Background: an optimization exercise with open tools, aiming at small area, a short achievable clock period and few clock cycles. Do not read the settings as production practice.
Only simulation tests tie the RTL to the original design; equivalence was not proved.
Power is estimated from default activity; no workload was simulated.

$ cat flow/run.sh
#!/bin/bash
# The standard layout (the standard.sh: standard synthesis, then ORFS
# floorplan to finish), with timing repair aiming for a larger setup slack
# than the clock period asks for. Each step's output goes to a log here.
set -euo pipefail
MARGIN=9
bash standard.sh synth > synth.log 2>&1
bash standard.sh SETUP_SLACK_MARGIN=$MARGIN finish > layout.log 2>&1
$ cat standard.sh
#!/bin/bash
# synth_recipe.tcl (not shown) runs the flow's synth.tcl, then flattens the netlist and writes it again
# the make line also repeats each setting of config.mk as NAME=value (left out here)
make -C /OpenROAD-flow-scripts/flow DESIGN_CONFIG=/design/flow/config.mk WORK_HOME=/design/flow/orfs CLKGATE_MAP_FILE= SYNTH_SCRIPT=/design/flow/synth_recipe.tcl "${@:-finish}"
$ cat config.mk
export PLATFORM = sky130hd
export DESIGN_NAME = multicycle_CPU
export DESIGN_NICKNAME = multicycle_CPU
export VERILOG_FILES = /design/flow/design.v
export SDC_FILE = /design/flow/constraint.sdc
export NUM_CORES = 4
export LEC_CHECK = 0
export CAP_MARGIN = 20
export CORE_MARGIN = 2
export CORE_UTILIZATION = 60
export CTS_CLUSTER_DIAMETER = 100
export CTS_CLUSTER_SIZE = 20
export SLEW_MARGIN = 20
$ cat constraint.sdc
create_clock -name core_clock -period 13.0 [get_ports {CLK}]
set_input_delay 2.6000 -clock core_clock [delete_from_list [all_inputs] [get_ports {CLK}]]
set_output_delay 2.6000 -clock core_clock [all_outputs]
set_load 0.01 [all_outputs]
$ cat design.v
`timescale 1ns / 1ps
module ADD4_32(
  input [31:0] pc_before,
  output [31:0] pc_new
    );
	assign pc_new = pc_before + 4;
endmodule	
`timescale 1ns / 1ps
module ADDMulti4_32(
    input [31:0] A,
    input [31:0] B,
    output [31:0] out
    );
  assign out = A + (B << 2);
endmodule
`timescale 1ns / 1ps
module EXT(
  input [1:0]op_ext,              
  input [15:0] src_immed,         
  output [31:0] new_immed   			
    );
  assign new_immed[4:0] = (op_ext == 2'b00) ? src_immed[10:6] : src_immed[4:0];
  assign new_immed[15:5] = (op_ext == 2'b00) ? 11'b00000000000 : src_immed[15:5];
	assign new_immed[31:16] = (op_ext == 2'b10) ? (src_immed[15] ? 16'hffff : 16'h0000) : 16'h0000;
endmodule
`timescale 1ns / 1ps
module PCJUMP(
  	input [31:0] PC4,          
    input [25:0] in_addr,    
    output [31:0] out_addr    
    );
  	assign out_addr[31:28] = PC4[31:28];
    assign out_addr[27:2] = in_addr;
    assign out_addr[1:0] = 2'b00;
endmodule
`timescale 1ns / 1ps
module MUX2L_32(
	  input slc,
    input [31:0] in_0,
    input [31:0] in_1,
    output [31:0] out_0
    );
	assign out_0 = slc ? in_1 : in_0;
endmodule
`timescale 1ns / 1ps
module MUX4L_32(
  input [1:0] slc,
  input [31:0] in_0,
  input [31:0] in_1,
  input [31:0] in_2,
  input [31:0] in_3,
  output [31:0] out_0
    );
	assign out_0 = slc[0] ? (slc[1] ? in_3 : in_1) : (slc[1] ? in_2 : in_0);
endmodule
`timescale 1ns / 1ps
module MUX4L_5(
	 input [1:0] slc,
   input [4:0] in_0,
   input [4:0] in_1,
	 input [4:0] in_2,
	 input [4:0] in_3,
   output [4:0] out_0
    );
	assign out_0 = slc[0] ? (slc[1] ? in_3 : in_1) : (slc[1] ? in_2 : in_0);
endmodule
`timescale 1ns / 1ps
module ALU(
  input [3:0] op_ALU,            
  input [31:0] src_A,
  input [31:0] src_B,
    output reg zero,             
  output reg[31:0] result
    );
	always@(*)
	 begin
		case (op_ALU)
			4'b0000 :  result = src_A + src_B;
			4'b0001 :  result = src_A - src_B;
      4'b0010 :  result = ($signed(src_A) < $signed(src_B)) ? 1 : 0;    
			4'b0011 :  result = src_A >> src_B;
			4'b0100 :  result = src_A << src_B;
			4'b0101 :  result = src_A | src_B;
			4'b0110 :  result = src_A & src_B;
			4'b0111 :  result = src_A ^ src_B;
      4'b1000 :  result = src_B;											 
      4'b1001 :  result = src_A + 4;									 
      default: result = 32'd0;
		endcase
		if (result != 0)  zero = 0;
		else  zero = 1;
	 end
endmodule
`timescale 1ns / 1ps
module RF(
		input CLK,
	 	input w_RF,                   
  input [4:0] readReg_addrA,
  input [4:0] readReg_addrB,
  input [4:0] writeReg_addr,
  input [31:0] writeData,
  output [31:0] out_dataA,
  output [31:0] out_dataB
    );
 reg [31:0] register[1:31];  		 
	assign out_dataA = (readReg_addrA == 0) ? 32'd0 : register[readReg_addrA];
	assign out_dataB = (readReg_addrB == 0) ? 32'd0 : register[readReg_addrB];
  always@(posedge CLK)
	 begin
		if (w_RF && writeReg_addr != 0)  register[writeReg_addr] <= writeData;
	 end
endmodule
`timescale 1ns / 1ps
module PC(
    input CLK,
    input reset,
    input w_pc,                   
  input [31:0] in_addr,           
  output reg[31:0] out_addr       
    );
	always@(posedge CLK or posedge reset)
	 begin
		if (reset == 1)
      out_addr <= 0;
		else
		 begin
			if (w_pc)
        out_addr <= in_addr;
			else
        out_addr <= out_addr;
		 end
	 end
endmodule
`timescale 1ns / 1ps
module CU(
     input CLK,
     input reset,
  input [5:0] op_instruction,      
  input [5:0] func_instruction,    
    input zero,                    
    output reg w_pc,               
    output reg slc_ALUB,           
    output reg slc_ALUA,           
    output reg[1:0] slc_RFWriteData,   
    output reg w_RF,               
    output reg w_dataMem,          
  output reg[1:0] op_ext,          
  output reg[1:0] slc_pcSrc,       
  output reg[1:0] slc_RFWriteAddr, 
  output reg[3:0] op_ALU           
    );
    parameter [2:0]
        IF    		= 3'b000,
        ID    		= 3'b001,
        EX_MEM		= 3'b010,
        EX_NO_MEM = 3'b011,
        EX_NO_WB	=	3'b100,
        MEM_NO_WB	= 3'b101,
        MEM_WB   	= 3'b110,
        WB 				= 3'b111;
    parameter [5:0]
      add_func  = 6'b100000,
      sub_func 	= 6'b100001,
      and_func  = 6'b100100,
      or_func  	= 6'b100101,
      movn_func = 6'b001011,
      movz_func = 6'b001010,
      sll_func  = 6'b000000,
      slt_func  = 6'b101010,
      jr_func   = 6'b001000,
      addi_op   = 6'b001100,
      ori_op    = 6'b001101,
      sw_op  		= 6'b101011,
      lw_op     = 6'b100011,
      beq_op    = 6'b000100,
      j_op  		= 6'b000010,
      jal_op 		= 6'b000011;
    reg [2:0] status;
    reg [2:0] next_status;
    always@(posedge CLK or posedge reset)
     begin
        if (reset)
          status <= IF;
        else
          status <= next_status;
     end
    always@(*)
     begin
       next_status = status;
       case (status)
         IF: next_status = ID;
         ID:
           case (op_instruction)
             6'b000000: next_status = (func_instruction == jr_func) ? EX_NO_WB : EX_NO_MEM;
             sw_op, lw_op: next_status = EX_MEM;
             j_op: next_status = EX_NO_WB;
             jal_op, addi_op, beq_op, ori_op: next_status = EX_NO_MEM;
             default: next_status = ID;         
           endcase
         EX_MEM: next_status = (op_instruction == sw_op) ? MEM_NO_WB : MEM_WB;
         EX_NO_WB: next_status = IF;
         EX_NO_MEM: next_status = WB;
         MEM_NO_WB: next_status = IF;
         MEM_WB: next_status = WB;
         WB: next_status = IF;
       endcase
     end
    always@(*)
     begin
       slc_ALUA = 1;
       slc_ALUB = 1;
       op_ALU = 4'b0000;
       op_ext = 2'b10;
       slc_RFWriteData = 2'b00;
       slc_RFWriteAddr = 2'b01;
       case (op_instruction)
         6'b000000:
           begin
             slc_ALUB = 0;
             slc_RFWriteAddr = 2'b10;
             case (func_instruction)
               add_func : op_ALU = 4'b0000;
               sub_func : op_ALU = 4'b0001;
               and_func : op_ALU = 4'b0110;
               or_func  : op_ALU = 4'b0101;
               movn_func, movz_func:
                 begin
                   op_ALU = 4'b1000;
                   slc_RFWriteData = 2'b10;
                 end
               slt_func : op_ALU = 4'b0010;
               sll_func :
                 begin
                   slc_ALUB = 1;
                   op_ext = 2'b00;
                   op_ALU = 4'b0100;
                 end
               default: ;
             endcase
           end
         addi_op : op_ALU = 4'b0000;
         ori_op  :
           begin
             op_ext = 2'b01;
             op_ALU = 4'b0101;
           end
         lw_op   : slc_RFWriteData = 2'b01;
         sw_op   : ;
         beq_op  :
           begin
             slc_ALUB = 0;
             op_ALU = 4'b0001;
           end
         jal_op  :
           begin
             slc_ALUA = 0;
             op_ALU = 4'b1001;
             slc_RFWriteAddr = 2'b00;
           end
         default: ;
       endcase
     end
    always@(*)
     begin
       case (op_instruction)
         6'b000000: slc_pcSrc = (func_instruction == jr_func) ? 2'b10 : 2'b00;
         beq_op   : slc_pcSrc = zero ? 2'b01 : 2'b00;
         j_op, jal_op: slc_pcSrc = 2'b11;
         default  : slc_pcSrc = 2'b00;
       endcase
     end
    always@(*)
     begin
       w_pc = 0;
       w_RF = 0;
       w_dataMem = 0;
       case (status)
         EX_NO_WB: w_pc = 1;
         MEM_NO_WB:
           begin
             w_dataMem = 1;
             w_pc = 1;
           end
         WB:
           begin
             w_pc = 1;
             if (op_instruction == beq_op)
               w_RF = 0;
             else if (op_instruction == 6'b000000 && func_instruction == movn_func)
               w_RF = !zero;      
             else if (op_instruction == 6'b000000 && func_instruction == movz_func)
               w_RF = zero;       
             else
               w_RF = 1;
           end
         default: ;
       endcase
     end
  endmodule
`timescale 1ns / 1ps
module multicycle_CPU(
    input CLK,
    input reset,
    output [31:0] imem_addr,       
    input  [31:0] imem_rdata,      
    output [31:0] dmem_addr,       
    output [31:0] dmem_wdata,      
    output        dmem_we,         
    input  [31:0] dmem_rdata       
    );
  localparam [5:0]
    F_ADD = 6'b100000, F_SUB = 6'b100001, F_AND = 6'b100100, F_OR = 6'b100101,
    F_MOVN = 6'b001011, F_MOVZ = 6'b001010, F_SLL = 6'b000000, F_SLT = 6'b101010,
    F_JR = 6'b001000,
    O_ADDI = 6'b001100, O_ORI = 6'b001101, O_SW = 6'b101011, O_LW = 6'b100011,
    O_BEQ = 6'b000100, O_J = 6'b000010, O_JAL = 6'b000011;
  reg  [31:0] pc;                  
  reg  [31:0] ras;                 
  reg         ras_v;
  reg         dv;                  
  reg  [31:0] d_ir;
  reg  [31:0] dpc;
  reg         xv;                  
  reg  [31:0] xa;                  
  reg  [31:0] xb;                  
  reg  [31:0] xc;                  
  reg  [4:0]  xdst;
  reg         xfa, xfb, xfc;       
  reg         x_and, x_or, x_slt, x_sll, x_pass, x_sub, x_arith;
  reg         x_movn, x_movz, x_beq, x_jr, x_lw, x_sw, x_wr, x_wm, x_hold;
  reg  [31:0] mres;                
  reg  [31:0] mwd;
  reg  [4:0]  mdst;
  reg         mwe, mload, mst;
  reg  [31:0] rf [1:31];
  assign dmem_addr  = mres;
  assign dmem_wdata = mwd;
  assign dmem_we    = mst;
  wire [31:0] m_wdata = mload ? dmem_rdata : mres;
  always @(posedge CLK) begin
    if (mwe) rf[mdst] <= m_wdata;
  end
  wire [31:0] a = xfa ? mres : xa;
  wire [31:0] b = xfb ? mres : xb;
  wire [31:0] c = xfc ? mres : xc;
  wire [31:0] sum  = a + (x_sub ? ~b : b) + {31'd0, x_sub};
  wire        lt   = (a[31] ^ b[31]) ? a[31] : sum[31];
  wire        b_zero = (b == 32'd0);
  wire        eq   = (a == b);
  reg [31:0] other;
  always @(*) begin
    if (x_and)       other = a & b;
    else if (x_or)   other = a | b;
    else if (x_sll)  other = a << b[4:0];
    else if (x_pass) other = a;
    else             other = 32'd0;
  end
  wire [31:0] res = ({32{x_arith}} & sum) | other | {31'd0, x_slt & lt};
  wire x_we = x_wr | (x_movn & ~b_zero) | (x_movz & b_zero);
  wire x_redirect = xv & ((x_beq & eq) | (x_jr & ~(dv & (a == dpc))));
  wire [31:0] x_target = x_jr ? a : xc;
  wire [5:0] op   = d_ir[31:26];
  wire [4:0] rs   = d_ir[25:21];
  wire [4:0] rt   = d_ir[20:16];
  wire [4:0] rd   = d_ir[15:11];
  wire [4:0] sa   = d_ir[10:6];
  wire [5:0] func = d_ir[5:0];
  wire [15:0] imm = d_ir[15:0];
  wire is_r   = (op == 6'd0);
  wire d_add  = is_r & (func == F_ADD);
  wire d_sub  = is_r & (func == F_SUB);
  wire d_and  = is_r & (func == F_AND);
  wire d_or   = is_r & (func == F_OR);
  wire d_slt  = is_r & (func == F_SLT);
  wire d_sll  = is_r & (func == F_SLL);
  wire d_movn = is_r & (func == F_MOVN);
  wire d_movz = is_r & (func == F_MOVZ);
  wire d_jr   = is_r & (func == F_JR);
  wire d_addi = (op == O_ADDI);
  wire d_ori  = (op == O_ORI);
  wire d_lw   = (op == O_LW);
  wire d_sw   = (op == O_SW);
  wire d_beq  = (op == O_BEQ);
  wire d_j    = (op == O_J);
  wire d_jal  = (op == O_JAL);
  wire d_pred = d_beq & (rs == rt);
  wire [4:0] d_dst = d_jal ? 5'd31 : (is_r ? rd : rt);
  wire d_nz  = (d_dst != 5'd0);
  wire d_wr  = (d_add | d_sub | d_and | d_or | d_slt | d_sll | d_addi | d_ori | d_lw | d_jal) & d_nz;
  wire d_cw  = (d_movn | d_movz) & d_nz;             
  wire use_rs = ~(d_j | d_jal | d_pred);
  wire use_rb = (is_r & ~d_sll) | (d_beq & ~d_pred);   
  wire use_rc = d_sw;                                 
  reg [31:0] rf_a, rf_b;
  integer k;
  always @(*) begin
    rf_a = 32'd0;
    rf_b = 32'd0;
    for (k = 1; k < 32; k = k + 1) begin
      rf_a = rf_a | ({32{rs == k}} & rf[k]);
      rf_b = rf_b | ({32{rt == k}} & rf[k]);
    end
  end
  wire [31:0] da = (mwe & (mdst == rs)) ? m_wdata : rf_a;
  wire [31:0] db = (mwe & (mdst == rt)) ? m_wdata : rf_b;
  wire hit_a = xv & x_wm & (xdst == rs);
  wire hit_b = xv & x_wm & (xdst == rt);
  wire ld_stall = dv & xv & x_hold & ((use_rs & hit_a) | ((use_rb | use_rc) & hit_b));
  wire [31:0] d_sum = dpc + {(d_jal ? 30'd2 : ({{14{imm[15]}}, imm} + 30'd1)), 2'b00};
  wire d_redirect = dv & d_pred & ~x_redirect;
  wire [31:0] d_opb = d_sll ? {27'd0, sa} : (is_r | d_beq) ? db :
                      d_ori ? {16'd0, imm} : {{16{imm[15]}}, imm};
  assign imem_addr = pc;
  wire [31:0] fi  = imem_rdata;
  wire [31:0] pc4 = pc + 32'd4;
  wire f_jmp = (fi[31:27] == 5'b00001);                       
  wire f_jr  = (fi[31:26] == 6'd0) & (fi[5:0] == F_JR) & ras_v;
  wire [31:0] f_next = f_jmp ? {pc4[31:28], fi[25:0], 2'b00} :
                       f_jr  ? ras : pc4;
  wire d_go = dv & ~x_redirect & ~ld_stall & ~d_pred;
  always @(posedge CLK or posedge reset) begin
    if (reset) begin
      pc    <= 32'd0;
      ras_v <= 1'b0;
      dv    <= 1'b0;
      xv    <= 1'b0;
      mwe   <= 1'b0;
      mload <= 1'b0;
      mst   <= 1'b0;
    end else begin
      if (x_redirect) begin
        pc <= x_target;
        dv <= 1'b0;
      end else if (d_redirect) begin
        pc <= d_sum;
        dv <= 1'b0;
      end else if (ld_stall) begin
        pc <= dpc;               
        dv <= 1'b0;
      end else begin
        pc <= f_next;
        dv <= 1'b1;
      end
      if (dv & d_jal) ras_v <= 1'b1;
      xv    <= d_go;
      mwe   <= xv & x_we;
      mload <= xv & x_lw;
      mst   <= xv & x_sw;
    end
  end
  always @(posedge CLK) begin
    d_ir <= fi;
    dpc  <= pc;
    if (dv & d_jal) ras <= d_sum;
    xa       <= d_jal ? d_sum : da;
    xb       <= d_opb;
    xc       <= d_beq ? d_sum : db;
    xdst     <= d_dst;
    xfa      <= hit_a & use_rs;
    xfb      <= hit_b & use_rb;
    xfc      <= hit_b & use_rc;
    x_and    <= d_and;
    x_or     <= d_or | d_ori;
    x_slt    <= d_slt;
    x_sll    <= d_sll;
    x_pass   <= d_movn | d_movz | d_jal;
    x_sub    <= d_sub | d_slt;
    x_arith  <= ~(d_and | d_or | d_ori | d_slt | d_sll | d_movn | d_movz | d_jal);
    x_movn   <= d_movn & d_nz;
    x_movz   <= d_movz & d_nz;
    x_beq    <= d_beq;
    x_jr     <= d_jr;
    x_lw     <= d_lw & d_nz;
    x_sw     <= d_sw;
    x_wr     <= d_wr;
    x_wm     <= d_wr | d_cw;
    x_hold   <= (d_lw & d_nz) | d_cw;
    mres     <= res;
    mwd      <= c;
    mdst     <= xdst;
  end
endmodule
==> notes.md <==
-- layer usage --
metal	part of all wire (%)	wire [um]	global-route usage, %	vias up
li1	-	-	-	20500
met4	11	32100	41.6	30
met1	31	91300	65.3	26000
met5	0.16	480	0.880	-
met2	39	116000	74.7	6580
met3	19	54800	26.7	2069
-- sequential cells by signal, indices dropped and copies added, names as in the netlist, 5 cells and up --
signal and flops:
ras 32, xa 32, pc 32, mwd 32, xc 32, xb 32, d_ir 32, rf 992
mres 32, dpc 32, mdst 5, xdst 5
-- stage by stage --
stage / cells / total power, uW / area, um2
after detailed placement: 6355 / 7760 / 65400
after CTS: 6559 / 10400 / 68900
after global routing: 6669 / 10900 / 70500
after floorplan: 5025 / 6590 / 61600
final: 6681 / 10800 / 70500
after global placement: 6354 / 7740 / 65300
-- logic make-up (layout without fill, tap and decap cells) --
group	Yosys count	count (layout)	synth area share, %
compound gates	1606	1606	19.4
mux	225	225	4.15
xor+xnor	178	178	2.54
buf+inv	451	727	2.89
simple gates	1119	1119	8.57
flops	1315	1315	59.8
other cells	0	12	0
fa+ha+maj	131	131	2.69
-- power groups by stage --
stage | sequential [uW] | combinational [uW] | clock [uW]
2_1_floorplan | 5400 | 1190 | 0
3_3_place_gp | 5570 | 2170 | 0
3_5_place_dp | 5570 | 2190 | 0
4_1_cts | 5400 | 2440 | 2540
5_1_grt | 5410 | 2820 | 2680
6_report | 5420 | 2750 | 2580
-- repair_timing --
item | in CTS | in global routing
buffers inserted | 93 | 104
resized for setup | 369 | 195
pin swaps | 20 | 50
endpoints found under the setup margin | 208 | 135
cloned | 3 | 6
-- worst min-delay path by stage --
stage / start / to / cells after the start
2_1_floorplan: xdst[1] / mdst[1] / 0
3_3_place_gp: pc[31] / dpc[31] / 0
3_5_place_dp: xdst[3] / mdst[3] / 0
4_1_cts: xdst[0] / mdst[0] / 0
5_1_grt: xdst[0] / mdst[0] / 0
6_report: xdst[1] / mdst[1] / 0
-- cells in the final DEF (no fill, tap or decap), drive strengths merged, types with 74 or more instances in the layout --
cell type | Yosys | layout
mux2 | 89 | 89
o21ai | 158 | 158
clkbuf | 284 | 124
inv | 100 | 103
a22oi | 478 | 478
a21oi | 217 | 217
nor2 | 347 | 347
xor2 | 74 | 74
xnor2 | 104 | 104
dfxtp | 253 | 253
ha | 129 | 129
mux2i | 135 | 135
buf | 66 | 366
a22o | 216 | 216
edfxtp | 1024 | 1024
nand3 | 144 | 144
nand2 | 263 | 263
a221oi | 219 | 219
nand4 | 164 | 164
-- cell type report --
type                            count  area share, %
Inverter                          101          0.550
Sequential cell                  1315           52.4
Multi-Input combinational cell   3259           35.1
Antenna cell                       12         0.0426
Clock inverter                     10          0.215
Tap cell                         1368           2.43
Timing Repair Buffer              518           6.43
Clock buffer                       98           2.89
==> summary.md <==
| Metric | Value |
|---|---|
| Status | no timing/DRC/antenna violations |
| CTS max path bufs | 3 |
| Total die area | 105000 um2 |
| IO Port Bufs | 162 |
| CTS clock-pin slew for the worst setup and hold paths | 100 ps |
| Final Skew | 34.2 ps |
| Crit-path most repeated cell | nand2_1 |
| Syn Inst Count | 5025 |
| Post-synthesis sequential area ratio | 59.8% |
| I/O pins | 163 |
| Hold_buf cts | 0 |
| Comb pwr share | 25.6% |
| Pwr Density | 152 nW/um2 |
| Final Hold Vio Count | 0 |
| Most frequent cell after synthesis | edfxtp_1 |
| Area growth syn-to-layout | 14.8% |
| CP max stage cell | nor3_1 |
| Utilization after layout | 69.3% |
| Grt total ovfl | 0 |
| DRT Pass-1 Iters | 13 |
| Leading area contributor after synthesis | edfxtp_1 |
| CTS HTree Levels | 3 |
| Distinct cells, synth | 82 |
| Yosys reg bits | 1315 |
| YS warnings | 1 |
| VDD IR-drop max | 0.139 mV |
| CP Launch Point | d_ir[17] |
| Hold WS | 409 ps |
| Share of power burned in registers | 50.4% |
| Critical path required time | 13620 ps |
| Die Height | 324 um |
| Reg2reg start | d_ir[17] |
| RSZ-0062 raised after global routing | yes |
| Synth area leaders | edfxtp_1 (50%), dfxtp_1 (8.2%), a22oi_1 (5.8%) |
| Async set or reset register ratio after synthesis | 2.89% |
| Core ar. | 102000 um2 |
| CTS buffer count | 77 |
| Vias per cell | 8.26 |
| Violation count after the first detailed-route iteration | 13.6k |
| # rows | 117 |
| First-pass GRT wire length | 391 mm |
| Net Count, Synth | 5222 |
| FILL cells | 7417 |
| Synth cell count leaders | edfxtp_1 (1024), a22oi_1 (478), nor2_1 (347) |
| Sw frac | 33.5% |
| Max-cap violations | 0 |
| Final worst slack | 8810 ps |
| Root Buffer | clkbuf_16 |
| Flop2flop setup slack | 8810 ps |
| CP Capture Type | register |
| Synthesized area per cell | 12.2 um2 |
| Later-pin clock latency in the skew report | 740 ps |
| Worst Max-Slew Pin Slew | 1390 ps |
| Crit path arrival time | 4810 ps |
| # DRC | 0 |
| Total wire length | 294 mm |
| Tcrit/Tclk final | 32.2% |
| Reg2reg path depth | 10 |
| Net load switching power | 3600 uW |
| LEAKAGE | 0.0240 uW |
| Final min period | 4190 ps |
| CP endpoint | xc[12] |
| Reg-to-reg endpoint | xc[12] |
| Final setup violation count | 0 |
| Clock Sinks | 1315 |
| Register area | 37000 um2 |
| Worst min-delay path category | register to register |
| Critical Path Fanout Max | 23 |
| Internal power | 7150 uW |
| RePlAce Congestion | 1.04 |
| Die W | 324 um |
| Crit path max-delay family | simple AND/OR/NAND/NOR gates |
| Number of synthesized flops with an enable pin | 1024 |
| Synth Cell Area | 61500 um2 |
| WP depth | 10 |
| Clk pwr share | 24.0% |
| Peak Freq | 239 MHz |
| Vias in the first global route | 49.4k |
| Setup TNS | 0 ps |
| Largest net degree at the start of global routing | 67 |
| Final Max Slew Viols | 0 |
| Post-DP HPWL | 164 mm |
| Vias | 55.2k |
| NumNets Final | 5469 |
| Post-route ant nets | 0 |
| Initial Utilization | 60.4% |
| Synth Flop Type | edfxtp_1 |
| CTS tree | done |
| Max stage delay on crit path | 1070 ps |
| Initial antenna violation count | 19 |
| Area of the multi-input gates | 24700 um2 |
| Critical path class | register to register |
| Avg WL per Cell | 44.1 um |
| Share of layout cells above drive strength 1 | 17.8% |
| Rel. slew slack | 6.68% |
| Crit path cell chain | nand2b_2 > nor2_4 > buf_4 > a22o_1 > a221oi_1 > nand4_1 > nor3_1 > a21oi_1 > nand2_1 > nand2_1 |
| Startpoint Class | register |
| Crit path buf inv count | 1 |
| Place WS | 7870 ps |
| Area share of the largest cell type after synthesis | 50.0% |
| GRT Overall Usage | 54.4% |
Testbench counts, summed over its fixed seeds: cycles 64,690.

## separate check: timing with driven ports
No port has a modelled driver above. Below, the same layout with a new extraction and two added sets of constraints.
Step 1 (the two cells are an assumption about what drives the block):
set clk [get_ports {CLK}]
set_driving_cell -lib_cell sky130_fd_sc_hd__clkbuf_16 $clk
set_driving_cell -lib_cell sky130_fd_sc_hd__buf_2 [delete_from_list [all_inputs] $clk]
Step 2 also shifts input and output timing later by t, the mid clock arrival at the registers, as if the neighbouring blocks saw the same clock.
Slacks: ideal ports / drivers / drivers and shift; pairs: ideal ports / drivers.
t, ns: 0.796
setup slack, ns: 8.813 / 8.813 / 8.181
latest minus earliest clock arrival (ns): 0.034 / 0.034
After both steps setup and hold are still met in this run. For this run, drivers alone change the setup slack by 0.000 ns; drivers and shift together by -0.632 ns.
